This is an optimization exercise on Yosys and OpenROAD, whose aim is small area, not a production implementation.
At most, simulation tests tie the RTL to the original design; equivalence was not proved.
Power is estimated from default activity; no workload was simulated.

==> inputs of run a <==
==> flow/design.v <==
`timescale 1ns / 1ps
module bcd(
    input  [3:0] num,
    output reg [6:0] seg
    );
    always @(*) begin
        case (num)
        4'd0:  seg = 7'b1000000;
        4'd1:  seg = 7'b1111001;
        4'd2:  seg = 7'b0100100;
        4'd3:  seg = 7'b0110000;
        4'd4:  seg = 7'b0011001;
        4'd5:  seg = 7'b0010010;
        4'd6:  seg = 7'b0000010;
        4'd7:  seg = 7'b1111000;
        4'd8:  seg = 7'b0000000;
        4'd9:  seg = 7'b0010000;
        4'd10: seg = 7'b1110111;
        default: seg = 7'b1111111;
        endcase
    end
endmodule
`timescale 1ns / 1ps
module top(
    input clk,
    input [3:0] sw,
    output SI,
    output [3:0] an,
    output [6:0] seg
    );
    function [13:0] inc14(input [13:0] q, input e);
        integer i; reg t;
        begin t = e; for (i = 0; i < 14; i = i + 1) begin inc14[i] = q[i] ^ t; t = t & q[i]; end end
    endfunction
    function [11:0] inc12(input [11:0] q, input e);
        integer i; reg t;
        begin t = e; for (i = 0; i < 12; i = i + 1) begin inc12[i] = q[i] ^ t; t = t & q[i]; end end
    endfunction
    function [10:0] inc11(input [10:0] q, input e);
        integer i; reg t;
        begin t = e; for (i = 0; i < 11; i = i + 1) begin inc11[i] = q[i] ^ t; t = t & q[i]; end end
    endfunction
    function [5:0] inc6(input [5:0] q, input e);
        integer i; reg t;
        begin t = e; for (i = 0; i < 6; i = i + 1) begin inc6[i] = q[i] ^ t; t = t & q[i]; end end
    endfunction
    function [4:0] inc5(input [4:0] q, input e);
        integer i; reg t;
        begin t = e; for (i = 0; i < 5; i = i + 1) begin inc5[i] = q[i] ^ t; t = t & q[i]; end end
    endfunction
    function [3:0] inc4(input [3:0] q, input e);
        integer i; reg t;
        begin t = e; for (i = 0; i < 4; i = i + 1) begin inc4[i] = q[i] ^ t; t = t & q[i]; end end
    endfunction
    function [2:0] inc3(input [2:0] q, input e);
        integer i; reg t;
        begin t = e; for (i = 0; i < 3; i = i + 1) begin inc3[i] = q[i] ^ t; t = t & q[i]; end end
    endfunction
    function [3:0] binc(input [3:0] d, input e);
        binc = {d[3] ^ (e & d[0] & ((d[1] & d[2]) | d[3])),
                d[2] ^ (e & d[0] & d[1]),
                d[1] ^ (e & d[0] & ~d[3]),
                d[0] ^ e};
    endfunction
    reg  [3:0] swd;
    wire st = swd[0];
    wire rs = swd[1];
    wire [1:0] md = swd[3:2];
    wire clr = rs | ~st;
    reg        P, PP;
    reg [10:0] C;       
    reg [13:0] SC;      
    reg [13:0] SP;      
    reg [13:0] M;       
    reg        SYNC;    
    reg        N;       
    wire sc_end = (SC == 14'd6219);
    wire sp_sat = &SP;
    wire s_lt9   = (SP < 14'd9);
    wire s_lt73  = (SP < 14'd73);
    wire s_lt79  = (SP < 14'd79);
    wire s_lt144 = (SP < 14'd144);
    reg tog3;
    always @(*) begin
        case (SP[3:0])
        4'd0: tog3 = (C >= 11'd1000);
        4'd1: tog3 = (C >= 11'd606);
        4'd2: tog3 = (C >= 11'd303);
        4'd3: tog3 = (C >= 11'd740);
        4'd4: tog3 = (C >= 11'd285);
        4'd5: tog3 = (C >= 11'd666);
        4'd6: tog3 = (C >= 11'd1052);
        4'd7: tog3 = (C >= 11'd666);
        default: tog3 = (C >= 11'd606);
        endcase
        if (!s_lt9)
            tog3 = s_lt73 ? (C >= 11'd289) : s_lt79 ? (C >= 11'd588) : (C >= 11'd161);
    end
    wire off = (md == 2'd3) & ~s_lt144;
    wire tog = (md == 2'd0) ? (C >= 11'd156) :
               (md == 2'd1) ? (C >= 11'd78) :
               (md == 2'd2) ? (C >= 11'd39) : tog3;
    wire n_next = ~rs & st & sc_end & SYNC;
    always @(posedge clk) begin
        swd <= sw;
        PP  <= P;
        P   <= ~clr & ~off & (P ^ tog);
        C   <= (clr | off | tog) ? 11'd0 : inc11(C, 1'b1);
        SC  <= (clr | sc_end) ? 14'd0 : {SC[12:0], ~(SC[13] ^ SC[12])};
        SP  <= clr ? 14'd0 : inc14(SP, sc_end & ~sp_sat);
        if (!rs && !st && SYNC) M <= SP;
        SYNC <= rs | (st & (SYNC | (SP == M)));
        N <= n_next;
    end
    wire step = P & ~PP;
    reg [3:0] T0, T1, T2, T3;    
    reg [11:0] DC;               
    reg        DH;               
    reg [3:0]  D0, D1;           
    reg [3:0]  IA;               
    reg [11:0] PS;               
    reg [5:0]  CH;               
    reg [3:0]  H0, H1, H2, H3;   
    reg [2:0]  O;                
    reg [4:0]  U;                
    wire t_over = T3[3] & T3[1];
    wire t_b    = t_over & T3[0];
    wire t_a    = t_over & ~T3[0];
    wire tc0 = step & T0[0] & T0[3];
    wire tc1 = tc0 & T1[0] & T1[3];
    wire tc2 = tc1 & T2[0] & T2[3];
    wire dinc = DC[11];
    wire dc0  = dinc & DH;
    wire dc1  = dc0 & D0[0] & D0[3];
    wire ps_hi  = |PS[11:6];
    wire ps_mid = ps_hi | (PS[5] & |PS[4:0]);
    wire ch60   = (CH == 6'd60);
    wire ch61   = (CH == 6'd61);
    wire hi     = N & ps_hi;
    wire add60  = hi & ch60;
    wire add1   = hi & ch61;
    wire hc0    = add1 & H0[0] & H0[3];
    wire h1ge4  = H1[3] | H1[2];
    wire hc1    = (hc0 & H1[0] & H1[3]) | (add60 & h1ge4);
    wire hc2    = hc1 & H2[0] & H2[3];
    wire [3:0] h1p6 = h1ge4 ? {1'b0, H1[2:0] - 3'd4} : {H1[1], H1[2:0] + 3'd6};
    wire ia_inc = N & ps_mid & (SP < 14'd10);
    wire [2:0] o_next = inc3(rs ? 3'd0 : O, n_next);
    always @(posedge clk) begin
        O <= o_next;
        if (rs) begin
            T0 <= 0; T1 <= 0; T2 <= 0; T3 <= 0;
            DC <= 0; DH <= 0; D0 <= 0; D1 <= 0;
            IA <= 0; PS <= 0; CH <= 0;
            H0 <= 0; H1 <= 0; H2 <= 0; H3 <= 0;
            U <= 5'd4;
        end else begin
            U  <= inc5(U, 1'b1);
            T0 <= binc(T0, step);
            T1 <= binc(T1, tc0);
            T2 <= binc(T2, tc1);
            T3 <= t_over ? 4'd11 : inc4(T3, tc2);
            DC <= dinc ? 12'd0 : inc12(DC, step);
            DH <= DH ^ dinc;
            D0 <= binc(D0, dc0);
            D1 <= binc(D1, dc1);
            PS <= N ? 12'd0 : inc12(PS, step);
            IA <= inc4(IA, ia_inc);
            CH <= (N & ~ps_hi) ? 6'd0 : inc6(CH, hi & ~ch61);
            H0 <= binc(H0, add1);
            H1 <= add60 ? h1p6 : binc(H1, hc0);
            H2 <= binc(H2, hc1);
            H3 <= binc(H3, hc2);
        end
    end
    wire [1:0] cur = U[4:3];
    wire [1:0] om  = sw[1] ? 2'd0 : o_next[2:1];
    reg [3:0] d_steps, d_dist, d_init, d_hat, d_sel;
    always @(*) begin
        case (cur)
        2'd0: begin d_steps = T0; d_dist = {1'b0, DH, 1'b0, DH}; d_init = IA;   d_hat = H0; end
        2'd1: begin d_steps = T1; d_dist = 4'd10;                d_init = 4'd0; d_hat = H1; end
        2'd2: begin d_steps = T2; d_dist = D0;                   d_init = 4'd0; d_hat = H2; end
        default: begin d_steps = t_over ? 4'd0 : T3; d_dist = D1; d_init = 4'd0; d_hat = H3; end
        endcase
        if (t_b) d_steps = 4'd9;
        case (om)
        2'd0: d_sel = d_steps;
        2'd1: d_sel = d_dist;
        2'd2: d_sel = d_init;
        default: d_sel = d_hat;
        endcase
    end
    reg [3:0] dig, dig2;
    always @(posedge clk) begin
        dig  <= rs ? 4'd0 : d_sel;
        dig2 <= dig;
    end
    bcd dec (.num(dig2), .seg(seg));
    assign SI = ~rs & t_over;
    assign an = rs ? 4'b1110 :
                (cur == 2'd0) ? 4'b1110 :
                (cur == 2'd1) ? 4'b1101 :
                (cur == 2'd2) ? 4'b1011 : 4'b0111;
endmodule
==> flow/run.sh <==
#!/bin/bash
# synth_recipe.tcl (not shown) runs the flow's synth.tcl, then flattens the netlist and writes it again
# the make line also repeats each setting of config.mk as NAME=value (left out here)
make -C /OpenROAD-flow-scripts/flow DESIGN_CONFIG=/design/flow/config.mk WORK_HOME=/design/flow/orfs CLKGATE_MAP_FILE= SYNTH_SCRIPT=/design/flow/synth_recipe.tcl finish
==> flow/config.mk <==
export PLATFORM = sky130hd
export DESIGN_NAME = top
export DESIGN_NICKNAME = top
export VERILOG_FILES = /design/flow/design.v
export SDC_FILE = /design/flow/constraint.sdc
export NUM_CORES = 8
export LEC_CHECK = 0
export CAP_MARGIN = 20
export CORE_MARGIN = 2
export CORE_UTILIZATION = 40
export CTS_BUF_LIST = sky130_fd_sc_hd__clkbuf_8
export SLEW_MARGIN = 20
==> flow/constraint.sdc <==
create_clock -name core_clock -period 150.0 [get_ports {clk}]
set_input_delay 30.0000 -clock core_clock [delete_from_list [all_inputs] [get_ports {clk}]]
set_output_delay 30.0000 -clock core_clock [all_outputs]
set_load 0.01 [all_outputs]
==> run b: changes against run a <==
==> flow/design.v, changed modules only <==
module bcd(
    input  [3:0] n,
    output [6:0] seg
    );
    assign seg[0] = (~n[3] & ~n[2] & ~n[1] & n[0]) | (n[3] & n[1]) | (n[2] & ~n[1] & ~n[0]);
    assign seg[1] = (n[2] & n[1] & ~n[0]) | (n[3] & n[1]) | (n[2] & ~n[1] & n[0]);
    assign seg[2] = ~n[2] & n[1] & ~n[0];
    assign seg[3] = (n[2] & ~n[1] & ~n[0]) | (~n[3] & ~n[2] & ~n[1] & n[0]) | (n[2] & n[1] & n[0]);
    assign seg[4] = (n[2] & ~n[1]) | (n[3] & n[1]) | n[0];
    assign seg[5] = (~n[2] & n[1]) | (~n[3] & ~n[2] & n[0]) | (n[1] & n[0]);
    assign seg[6] = (~n[3] & ~n[2] & ~n[1]) | (n[3] & n[1]) | (n[2] & n[1] & n[0]);
endmodule
module top(
    input clk,
    input [3:0] sw,
    output SI,
    output [3:0] an,
    output [6:0] seg
    );
    function [13:0] inc14(input [13:0] q, input e);
        integer i; reg t;
        begin t = e; for (i = 0; i < 14; i = i + 1) begin inc14[i] = q[i] ^ t; t = t & q[i]; end end
    endfunction
    function [11:0] inc12(input [11:0] q, input e);
        integer i; reg t;
        begin t = e; for (i = 0; i < 12; i = i + 1) begin inc12[i] = q[i] ^ t; t = t & q[i]; end end
    endfunction
    function [10:0] inc11(input [10:0] q, input e);
        integer i; reg t;
        begin t = e; for (i = 0; i < 11; i = i + 1) begin inc11[i] = q[i] ^ t; t = t & q[i]; end end
    endfunction
    function [5:0] inc6(input [5:0] q, input e);
        integer i; reg t;
        begin t = e; for (i = 0; i < 6; i = i + 1) begin inc6[i] = q[i] ^ t; t = t & q[i]; end end
    endfunction
    function [4:0] inc5(input [4:0] q, input e);
        integer i; reg t;
        begin t = e; for (i = 0; i < 5; i = i + 1) begin inc5[i] = q[i] ^ t; t = t & q[i]; end end
    endfunction
    function [3:0] inc4(input [3:0] q, input e);
        integer i; reg t;
        begin t = e; for (i = 0; i < 4; i = i + 1) begin inc4[i] = q[i] ^ t; t = t & q[i]; end end
    endfunction
    function [2:0] inc3(input [2:0] q, input e);
        integer i; reg t;
        begin t = e; for (i = 0; i < 3; i = i + 1) begin inc3[i] = q[i] ^ t; t = t & q[i]; end end
    endfunction
    function [3:0] binc(input [3:0] d, input e);
        binc = {d[3] ^ (e & d[0] & ((d[1] & d[2]) | d[3])),
                d[2] ^ (e & d[0] & d[1]),
                d[1] ^ (e & d[0] & ~d[3]),
                d[0] ^ e};
    endfunction
    reg  [3:0] swd;
    wire st = swd[0];
    wire rs = swd[1];
    wire [1:0] md = swd[3:2];
    wire clr = rs | ~st;
    reg        P, PP;
    reg [10:0] C;       
    reg [13:0] SC;      
    reg [13:0] SP;      
    reg [13:0] M;       
    reg        SYNC;    
    reg        N;       
    wire sc_end = &{SC[13:7], SC[5], SC[3], SC[1]};
    wire sp_sat = &SP;
    wire ge39   = |C[10:6] | (C[5] & (C[4] | C[3] | (C[2] & C[1] & C[0])));
    wire ge78   = |C[10:7] | (C[6] & (C[5] | C[4] | (C[3] & C[2] & C[1])));
    wire ge156  = |C[10:8] | (C[7] & (C[6] | C[5] | (C[4] & C[3] & C[2])));
    wire ge161  = C[9] | C[8] | (C[7] & (C[6] | (C[5] & |C[4:0])));           
    wire ge285  = C[9] | (C[8] & (C[7] | C[6] | C[5] | (C[4] & C[3] & C[2] & (C[1] | C[0]))));  
    wire ge289  = C[9] | (C[8] & (C[7] | C[6] | (C[5] & |C[4:0])));          
    wire ge303  = C[9] | (C[8] & (C[7] | C[6] | (C[5] & (C[4] | (C[3] & C[2] & C[1] & C[0])))));  
    wire ge588  = C[9] & C[6] & C[3] & C[2];                                  
    wire ge606  = C[9] & (C[8] | C[7] | (C[6] & (C[5] | (C[4] & C[3] & C[2] & C[1]))));  
    wire ge666  = C[10] | (C[9] & (C[8] | (C[7] & (C[6] | C[5] | (C[4] & C[3] & (C[2] | C[1]))))));  
    wire ge740  = C[9] & C[7] & C[6] & C[5] & C[2];                           
    wire ge1000 = C[9] & C[8] & C[7] & C[6] & C[5] & C[3];                    
    wire ge1052 = C[10] & C[4] & C[3] & C[2];                                 
    wire s_lt9   = (SP < 14'd9);
    wire s_lt73  = (SP < 14'd73);
    wire s_lt79  = (SP < 14'd79);
    wire s_lt144 = (SP < 14'd144);
    reg tog3;
    always @(*) begin
        case (SP[3:0])
        4'd0: tog3 = ge1000;
        4'd1: tog3 = ge606;
        4'd2: tog3 = ge303;
        4'd3: tog3 = ge740;
        4'd4: tog3 = ge285;
        4'd5: tog3 = ge666;
        4'd6: tog3 = ge1052;
        4'd7: tog3 = ge666;
        default: tog3 = ge606;
        endcase
        if (!s_lt9)
            tog3 = s_lt73 ? ge289 : s_lt79 ? ge588 : ge161;
    end
    wire off = (md == 2'd3) & ~s_lt144;
    wire tog = (md == 2'd0) ? ge156 :
               (md == 2'd1) ? ge78 :
               (md == 2'd2) ? ge39 : tog3;
    wire n_next = ~rs & st & sc_end & SYNC;
    always @(posedge clk) begin
        swd <= sw;
        PP  <= P;
        P   <= ~clr & ~off & (P ^ tog);
        C   <= (clr | off | tog) ? 11'd0 : inc11(C, 1'b1);
        SC  <= (clr | sc_end) ? 14'd2430 : {SC[12:0], ~(SC[13] ^ SC[12])};
        SP  <= clr ? 14'd0 : inc14(SP, sc_end & ~sp_sat);
        if (!rs && !st && SYNC) M <= SP;
        SYNC <= rs | (st & (SYNC | (SP == M)));
        N <= n_next;
    end
    wire step = P & ~PP;
    reg [3:0] T0, T1, T2, T3;    
    reg [11:0] DC;               
    reg        DH;               
    reg [3:0]  D0, D1;           
    reg [3:0]  IA;               
    reg [11:0] PS;               
    reg [5:0]  CH;               
    reg [3:0]  H0, H1, H2, H3;   
    reg [2:0]  O;                
    reg [4:0]  U;                
    wire t_over = T3[3] & T3[1];
    wire t_b    = t_over & T3[0];
    wire t_a    = t_over & ~T3[0];
    wire tc0 = step & T0[0] & T0[3];
    wire tc1 = tc0 & T1[0] & T1[3];
    wire tc2 = tc1 & T2[0] & T2[3];
    wire dinc = DC[11];
    wire dc0  = dinc & DH;
    wire dc1  = dc0 & D0[0] & D0[3];
    wire ps_hi  = |PS[11:6];
    wire ps_mid = ps_hi | (PS[5] & |PS[4:0]);
    wire ch60   = (CH == 6'd60);
    wire ch61   = (CH == 6'd61);
    wire hi     = N & ps_hi;
    wire add60  = hi & ch60;
    wire add1   = hi & ch61;
    wire hc0    = add1 & H0[0] & H0[3];
    wire h1ge4  = H1[3] | H1[2];
    wire hc1    = (hc0 & H1[0] & H1[3]) | (add60 & h1ge4);
    wire hc2    = hc1 & H2[0] & H2[3];
    wire [3:0] h1p6 = h1ge4 ? {1'b0, H1[2:0] - 3'd4} : {H1[1], H1[2:0] + 3'd6};
    wire ia_inc = N & ps_mid & (SP < 14'd10);
    wire [2:0] o_next = inc3(rs ? 3'd0 : O, n_next);
    always @(posedge clk) begin
        O <= o_next;
        if (rs) begin
            T0 <= 0; T1 <= 0; T2 <= 0; T3 <= 0;
            DC <= 0; DH <= 0; D0 <= 0; D1 <= 0;
            IA <= 0; PS <= 0; CH <= 0;
            H0 <= 0; H1 <= 0; H2 <= 0; H3 <= 0;
            U <= 5'd4;
        end else begin
            U  <= inc5(U, 1'b1);
            T0 <= binc(T0, step);
            T1 <= binc(T1, tc0);
            T2 <= binc(T2, tc1);
            T3 <= t_over ? 4'd11 : inc4(T3, tc2);
            DC <= dinc ? 12'd0 : inc12(DC, step);
            DH <= DH ^ dinc;
            D0 <= binc(D0, dc0);
            D1 <= binc(D1, dc1);
            PS <= N ? 12'd0 : inc12(PS, step);
            IA <= inc4(IA, ia_inc);
            CH <= (N & ~ps_hi) ? 6'd0 : inc6(CH, hi & ~ch61);
            H0 <= binc(H0, add1);
            H1 <= add60 ? h1p6 : binc(H1, hc0);
            H2 <= binc(H2, hc1);
            H3 <= binc(H3, hc2);
        end
    end
    wire [1:0] cur = U[4:3];
    wire [1:0] om  = sw[1] ? 2'd0 : o_next[2:1];
    reg [3:0] d_steps, d_dist, d_init, d_hat, d_sel;
    always @(*) begin
        case (cur)
        2'd0: begin d_steps = T0; d_dist = {1'b0, DH, 1'b0, DH}; d_init = IA;   d_hat = H0; end
        2'd1: begin d_steps = T1; d_dist = 4'd10;                d_init = 4'd0; d_hat = H1; end
        2'd2: begin d_steps = T2; d_dist = D0;                   d_init = 4'd0; d_hat = H2; end
        default: begin d_steps = t_over ? 4'd0 : T3; d_dist = D1; d_init = 4'd0; d_hat = H3; end
        endcase
        if (t_b) d_steps = 4'd9;
        case (om)
        2'd0: d_sel = d_steps;
        2'd1: d_sel = d_dist;
        2'd2: d_sel = d_init;
        default: d_sel = d_hat;
        endcase
    end
    reg [3:0] dig, dig2;
    always @(posedge clk) begin
        dig  <= rs ? 4'd0 : d_sel;
        dig2 <= dig;
    end
    bcd dec (.n(dig2), .seg(seg));
    assign SI = ~rs & t_over;
    assign an = rs ? 4'b1110 :
                (cur == 2'd0) ? 4'b1110 :
                (cur == 2'd1) ? 4'b1101 :
                (cur == 2'd2) ? 4'b1011 : 4'b0111;
endmodule
==> flow/flow/run.sh (new file) <==
#!/bin/bash
# The standard layout (standard.sh) with these changes:
#  - synthesis maps with an area-oriented ABC script (flow/synth.tcl);
#  - CTS builds its tree from clkbuf_8 without dummy balancing loads;
#  - the port buffers are the smallest buffer.
# The ORFS logs stay under orfs/logs; make's own output goes to standard.log.
set -euo pipefail
export CTS_ARGS="-sink_clustering_enable -repair_clock_nets -dont_use_dummy_load -buf_list sky130_fd_sc_hd__clkbuf_8"
export BUFFER_PORTS_ARGS="-buffer_cell sky130_fd_sc_hd__buf_1"
bash standard.sh SYNTH_SCRIPT="$PWD/flow/synth.tcl" finish > standard.log 2>&1
==> flow/flow/area.abc (new file) <==
&get -n
&st
&deepsyn -T 30 -S 1
&dch
&nf -a -p
&put
topo
==> flow/flow/synth.tcl (new file) <==
# Synthesis: the standard script (synth_recipe.tcl, which runs ORFS's
# synth.tcl), with two changes that only touch combinational logic:
# Yosys's full/half-adder extraction is skipped, and ABC maps with the
# area-oriented script area.abc instead of ORFS's speed script.
set flow_dir [file dirname [file normalize [info script]]]
set ::area_abc [file join $flow_dir area.abc]
proc abc {args} {
  set i [lsearch -exact $args -script]
  if {$i >= 0} { set args [lreplace $args [expr {$i + 1}] [expr {$i + 1}] $::area_abc] }
  yosys abc {*}$args
}
proc extract_fa {args} { puts "extract_fa skipped" }
source [file join [file dirname $flow_dir] synth_recipe.tcl]
==> flow/standard.sh (new file) <==
#!/bin/bash
# synth_recipe.tcl (not shown) runs the flow's synth.tcl, then flattens the netlist and writes it again
# the make line also repeats each setting of config.mk as NAME=value (left out here)
make -C /OpenROAD-flow-scripts/flow DESIGN_CONFIG=/design/flow/config.mk WORK_HOME=/design/flow/orfs CLKGATE_MAP_FILE= SYNTH_SCRIPT=/design/flow/synth_recipe.tcl "${@:-finish}"
- CTS_BUF_LIST: sky130_fd_sc_hd__clkbuf_8 -> default
removed: flow/run.sh
==> comparison table <==
| metric | run b | run a |
|---|---|---|
| Status | no timing/DRC/antenna violations | no timing/DRC/antenna violations |
| Clk network pwr share | 0.338 | 0.441 |
| Met1 usage in global routing | 0.218 | 0.185 |
| Reg power frac | 0.630 | 0.537 |
| Total power | 66.4 uW | 78.9 uW |
| Clk pin slew, worst setup/hold paths | 0.06 ns | 0.08 ns |
| Xor and xnor area share after synthesis | 0.0215 | 0.0462 |
| DP Cell Count | 880 | 942 |
| Post-synth net total | 679 | 808 |
| Final core utilization | 0.441 | 0.449 |
| Area Growth Syn to Fin | 8.88% | 11.1% |
| Reg area | 3180 um2 | 3240 um2 |
| Static power due to leakage | 0.00240 uW | 0.00342 uW |
| Inverters | 22 | 10 |
| Largest class | sequential cells | multi-input gates |
| Non-Filler Cell Area, Final | 6660 um2 | 8010 um2 |
| Maximum resistive drop on vdd | 0.00000557 V | 0.00000510 V |
| Destination of the critical timing path | an[2] | an[3] |
| Routability congestion estimate from global placement | 0.864 | 0.852 |
The RTL of run a was laid out without a check of its function.

==> afterwards: timing with drivers on the ports <==
Ports are ideal in the flow. The routed layouts listed here were re-timed in OpenROAD. Step 1 (the two cells are an assumption about what drives the block):
set clk [get_ports {clk}]
set_driving_cell -lib_cell sky130_fd_sc_hd__clkbuf_16 $clk
set_driving_cell -lib_cell sky130_fd_sc_hd__buf_2 [delete_from_list [all_inputs] $clk]
Step 2 moves the port delays by t, midway between the first and last clock arrival at a register: inputs arrive t later, outputs are due t later. That takes back most of the time a late clock gives input paths. Slacks: ideal / step 1 / step 2; pairs: ideal / step 1.
run | t, ns | slack for setup (ns) | worst register clock-pin slew, ns
run a | 0.485 | 117.543 / 117.506 / 117.991 | 0.08 / 0.08
run b | 0.466 | 118.100 / 118.066 / 118.531 | 0.08 / 0.08
After both steps every run listed still meets setup and hold.
